This design comes from an exercise in tuning for a short achievable clock period and few clock cycles on the open sky130 flow, not from production work. Function was checked by simulation only, so behaviour that the tests miss may differ from the original. No activity file was given, so power comes from the tool's default toggle rates.

== xenon ==
## KGP_RISC
module KGP_RISC(rst,clk,imem_addr,imem_rdata,dmem_addr,dmem_wdata,dmem_we,dmem_rdata,rout,halted);
	input clk,rst;
	output [31:0] imem_addr;
	input [31:0] imem_rdata;
	output [31:0] dmem_addr,dmem_wdata;
	output dmem_we;
	input [31:0] dmem_rdata;
	output [31:0] rout;
	output reg halted;
	reg [31:0] pc_o;           
	reg [31:0] m_ao;           
	reg m_we;
	reg [31:0] r30_o;          
	integer i;
	reg [31:0] pc;
	reg stopped;
	reg [31:0] link;           
	reg lp_v;                  
	reg [31:0] lp_pc, lp_tgt;
	reg d_v;
	reg [31:0] d_ir, d_pc, d_pc4;
	reg d_pt;                  
	reg hA_E, hA_M, hA_W, hB_E, hB_M, hB_W;
	reg [31:0] rs_oh, rt_oh;
	reg [31:0] d_ptgt;         
	reg e_v;
	reg [31:0] e_a, e_bx, e_sd, e_pc4, e_tgt, e_ptgt;
	reg e_af1, e_bf1, e_sf1;    
	reg e_inv, e_setc, e_wen, e_lw, e_sw, e_halt;
	reg [4:0] e_rd;
	reg [6:0] e_rsel;      
	reg e_chk;             
	reg [2:0] e_bty;       
	reg e_pred;            
	reg e_azero;           
	reg e_wz;              
	reg e_wzok;            
  ...
For scale: roughly 7,000 cells after synthesis, about 200 I/O pins, ~0.083 sq mm of cells after synthesis.
clock: 12.0 ns
lec_check: 0
cap_margin: 20
core_margin: 2
core_utilization: 35
slew_margin: 20
standard.sh (not shown) runs the stock make flow with config.mk's settings and CLKGATE_MAP_FILE= SYNTH_SCRIPT=/design/flow/synth_recipe.tcl, a recipe that flattens the netlist after the stock synthesis.
==> flow/flow/run.sh <==
#!/bin/bash
set -euo pipefail
bash standard.sh finish SETUP_SLACK_MARGIN=8.4 "BUFFER_PORTS_ARGS=-buffer_cell sky130_fd_sc_hd__buf_4" > flow_make.log 2>&1
Testbench counts of xenon, summed over its fixed seeds: cycles 63,771.
Modified inputs, amber compared to xenon
diff --git a/flow/design.v b/flow/design.v
--- a/flow/design.v
+++ b/flow/design.v
@@ -101,21 +101,23 @@
 	wire f_ret = (f_op == 6'd11);
 	wire f_lp  = lp_v & (pc == lp_pc);
 	wire [31:0] f_jtgt = {pc4[31:28], imem_rdata[25:0], 2'b00};
 	wire [31:0] f_otgt = f_ret ? link : lp_tgt;
 	wire f_pt = f_jmp | f_ret | f_lp;
 	wire [31:0] A  = e_af1 ? m_res : e_a;
 	wire [31:0] Bx = e_bf1 ? (m_res ^ {32{e_inv}}) : e_bx;
 	wire [31:0] SD = e_sf1 ? m_res : e_sd;
-	wire [32:0] sum;
-	CLA #(32) e_add(.A(A), .B(Bx), .CI(e_inv), .S(sum[31:0]), .CO(sum[32]));
-	wire [31:0] axb = A ^ Bx;
-	wire [31:0] aob = A | Bx;
-	wire e_sumz = &(axb ~^ {aob[30:0], e_inv});
+	wire [31:0] m_resx = m_res ^ {32{e_inv}};
+	wire [32:0] s00, s01, s10, s11;
+	CLA #(32) e_add00(.A(e_a),   .B(e_bx),   .CI(e_inv), .S(s00[31:0]), .CO(s00[32]));
+	CLA #(32) e_add01(.A(e_a),   .B(m_resx), .CI(e_inv), .S(s01[31:0]), .CO(s01[32]));
+	CLA #(32) e_add10(.A(m_res), .B(e_bx),   .CI(e_inv), .S(s10[31:0]), .CO(s10[32]));
+	CLA #(32) e_add11(.A(m_res), .B(m_resx), .CI(e_inv), .S(s11[31:0]), .CO(s11[32]));
+	wire [32:0] sum = e_af1 ? (e_bf1 ? s11 : s10) : (e_bf1 ? s01 : s00);
 	wire [31:0] B = Bx;       
 	wire big = |B[31:5];
 	wire [31:0] sll = big ? 32'd0 : (A << B[4:0]);
 	wire [31:0] srl = big ? 32'd0 : (A >> B[4:0]);
 	wire [31:0] sra0 = $signed(A) >>> B[4:0];
 	wire [31:0] sra = big ? {32{A[31]}} : sra0;
 	wire [31:0] res_o = ({32{e_rsel[1]}} & (A & B)) |
 	                  ({32{e_rsel[2]}} & (A ^ B)) |
==> comparison <==
On amber: layout cell share with drive strength beyond 1 is 0.28 points higher than what xenon gave. Worst setup slack ended up 200 ps higher on amber than on xenon. Comparing amber and xenon, post-synthesis compound-gate area fraction is lower on xenon. On proportion of power drawn by the clock network, amber and xenon are neck and neck. Non-clock buffer count, amber and xenon, lower one = xenon. The overall die area of amber is higher than that of xenon. Across both runs, final critical delay including setup and external delays was lower for amber than for xenon. amber reports its startpoint of the worst setup timing path as rt_oh[28] while xenon reports rs_oh[30].
Testbench counts of amber, summed over its fixed seeds: cycles 63,771.

---

== 08-10 ==
KGP_RISC, a different RTL version from the one above (not shown whole).
Size in the first run: about 7,800 cells after synthesis, about 1,800 flip-flops, ~200 I/O pins.
Settings: LEC_CHECK=0, CAP_MARGIN=20, CORE_MARGIN=2, CORE_UTILIZATION=35, SLEW_MARGIN=20; clock period 12.0 ns.
Scripts as last shown in full above: flow/flow/run.sh
Testbench counts of 08-10, summed over its fixed seeds: cycles 63,771.
diff inputs: 08-10 => 07-25
-- flow/design.v --
<<< 08-10, line 64
	reg e_pred;            
	reg e_azero;           
	reg [3:0] e_wz;        
	reg e_wzok;            
	reg e_brchk;           
	reg e_tbad;            
>>> 07-25, line 64
	reg e_pred;            
	reg e_azero;           
	reg e_brchk;           
	reg e_tbad;            
<<< 08-10, line 107
	wire [31:0] Bx = e_bf1 ? (m_res ^ {32{e_inv}}) : e_bx;
	wire [31:0] SD = e_sf1 ? m_res : e_sd;
	wire [31:0] m_resx = m_res ^ {32{e_inv}};
	wire [32:0] s00, s01, s10, s11;
	CLA #(32) e_add00(.A(e_a),   .B(e_bx),   .CI(e_inv), .S(s00[31:0]), .CO(s00[32]));
	CLA #(32) e_add01(.A(e_a),   .B(m_resx), .CI(e_inv), .S(s01[31:0]), .CO(s01[32]));
	CLA #(32) e_add10(.A(m_res), .B(e_bx),   .CI(e_inv), .S(s10[31:0]), .CO(s10[32]));
	CLA #(32) e_add11(.A(m_res), .B(m_resx), .CI(e_inv), .S(s11[31:0]), .CO(s11[32]));
	wire [32:0] sum = e_af1 ? (e_bf1 ? s11 : s10) : (e_bf1 ? s01 : s00);
	wire [31:0] B = Bx;       
	wire big = |B[31:5];
>>> 07-25, line 105
	wire [31:0] Bx = e_bf1 ? (m_res ^ {32{e_inv}}) : e_bx;
	wire [31:0] SD = e_sf1 ? m_res : e_sd;
	wire [32:0] sum;
	CLA #(32) e_add(.A(A), .B(Bx), .CI(e_inv), .S(sum[31:0]), .CO(sum[32]));
	wire [31:0] axb = A ^ Bx;
	wire [31:0] aob = A | Bx;
	wire e_sumz = &(axb ~^ {aob[30:0], e_inv});
	wire [31:0] B = Bx;       
	wire big = |B[31:5];
<<< 08-10, line 202
	wire [31:0] d_jtgt = {d_pc4[31:28], d_ir[25:0], 2'b00};
	wire ez = is_bz | is_bnz;
	wire rb_ready = ~((eA & ~(e_wzok & ez)) | mlA);
	wire d_zero = eA ? (&e_wz) : va_zero;
	wire d_inv = (is_r & (fn == 6'd1)) | is_comp | is_compi;
	wire [31:0] za = (is_comp | is_compi) ? 32'd0 : xa;
	wire [31:0] zb = ((is_r | is_comp) ? xb : simm) ^ {32{d_inv}};
	wire [31:0] zaxb = za ^ zb;
	wire [31:0] zaob = za | zb;
	wire [31:0] zbit = zaxb ~^ {zaob[30:0], d_inv};
	wire [3:0] d_wz = {&zbit[31:24], &zbit[23:16], &zbit[15:8], &zbit[7:0]};
	wire cb_ready = ~(e_v & e_setc);
	wire rb_taken = (is_bz & d_zero) | (is_bnz & ~d_zero) | (is_bltz & va[31]);
>>> 07-25, line 198
	wire [31:0] d_jtgt = {d_pc4[31:28], d_ir[25:0], 2'b00};
	wire ez = is_bz | is_bnz;
	wire rb_ready = ~(eA | mlA);
	wire d_zero = va_zero;
	wire cb_ready = ~(e_v & e_setc);
	wire rb_taken = (is_bz & d_zero) | (is_bnz & ~d_zero) | (is_bltz & va[31]);
<<< 08-10, line 294
	always @(posedge clk) begin
		begin
			e_a    <= za;
			e_bx   <= ((is_r | is_comp) ? xb : (is_sh ? {27'd0, d_ir[15:11]} : simm)) ^
			          {32{(is_r & (fn == 6'd1)) | is_comp | is_compi}};
>>> 07-25, line 283
	always @(posedge clk) begin
		begin
			e_a    <= (is_comp | is_compi) ? 32'd0 : xa;
			e_bx   <= ((is_r | is_comp) ? xb : (is_sh ? {27'd0, d_ir[15:11]} : simm)) ^
			          {32{(is_r & (fn == 6'd1)) | is_comp | is_compi}};
<<< 08-10, line 301
			e_bf1  <= (is_r | is_comp) & eB;
			e_sf1  <= eB;
			e_inv  <= d_inv;
			e_wz   <= d_wz;
			e_wzok <= ((is_r & (fn[5:1] == 5'd0)) | is_comp | is_addi | is_compi) &
			          ~(useA & eA) & ~((is_r | is_comp) & eB);
			e_setc <= (is_r & (fn[5:1] == 5'd0)) | is_comp | is_addi | is_compi;
			e_wen  <= wen;
>>> 07-25, line 290
			e_bf1  <= (is_r | is_comp) & eB;
			e_sf1  <= eB;
			e_inv  <= (is_r & (fn == 6'd1)) | is_comp | is_compi;
			e_setc <= (is_r & (fn[5:1] == 5'd0)) | is_comp | is_addi | is_compi;
			e_wen  <= wen;
<<< 08-10, line 368
		if (w_v & w_wen) rf[w_rd] <= w_val;
	end
	always @(posedge clk) begin
		if (rst) r30_o <= 32'd0;
		else if (w_v & w_wen & (w_rd == 5'd30)) r30_o <= w_val;
	end
	always @(posedge clk) begin
		if (rst) zf <= 32'hffffffff;
		else if (w_v & w_wen) zf[w_rd] <= w_zero;
>>> 07-25, line 354
		if (w_v & w_wen) rf[w_rd] <= w_val;
	end
	always @(posedge clk or posedge rst) begin
		if (rst) r30_o <= 32'd0;
		else if (w_v & w_wen & (w_rd == 5'd30)) r30_o <= w_val;
	end
	always @(posedge clk or posedge rst) begin
		if (rst) zf <= 32'hffffffff;
		else if (w_v & w_wen) zf[w_rd] <= w_zero;
Results
07-25 | stages: all done | timing, DRC, antenna: all pass
There was hardly any difference in flop and latch count out of synthesis between 07-25 and 08-10.
| power share of the clock group | higher: 08-10 |
Summary of 07-25 over 08-10: post-synthesis share of cell area spent on xor and xnor gates saw a decrease; wire length saw a decrease; die width saw a decrease; part of the cycle the worst path needs saw an increase.
07-25 vs 08-10: non-clock buffer count down
Testbench counts of 07-25, summed over its fixed seeds: cycles 65,200.

-- separate check: timing with driven ports --
In the flow no input, the clock included, has a driving cell. The finished layouts below were timed again as built, in two steps.
Step 1: set_driving_cell puts a clkbuf_16 on clk and a buf_2 on each other input, an assumption about the parent block.
Step 2 moves the port delays by t, midway between the first and last clock arrival at a register: inputs arrive t later, outputs are due t later. That takes back most of the time a late clock gives input paths.
a / b / c = ideal / step 1 / step 2; a / b = the first two.
run | shift t [ns] | setup WS [ns] | latest minus earliest clock arrival (ns) | worst slew at a driven data input, ns
xenon | 0.976 | 7.564 / 7.564 / 6.956 | 0.091 / 0.090 | 0.11
amber | 0.962 | 7.767 / 7.767 / 7.138 | 0.124 / 0.124 | 0.12
08-10 | 1.004 | 8.075 / 8.013 / 7.204 | 0.113 / 0.113 | 0.07
07-25 | 0.946 | 7.893 / 7.893 / 7.218 | 0.104 / 0.105 | 0.10
After both steps every run listed still meets setup and hold. The setup slack of 08-10, which loses most, moves by -0.062 ns with the drivers and by -0.871 ns with both steps.
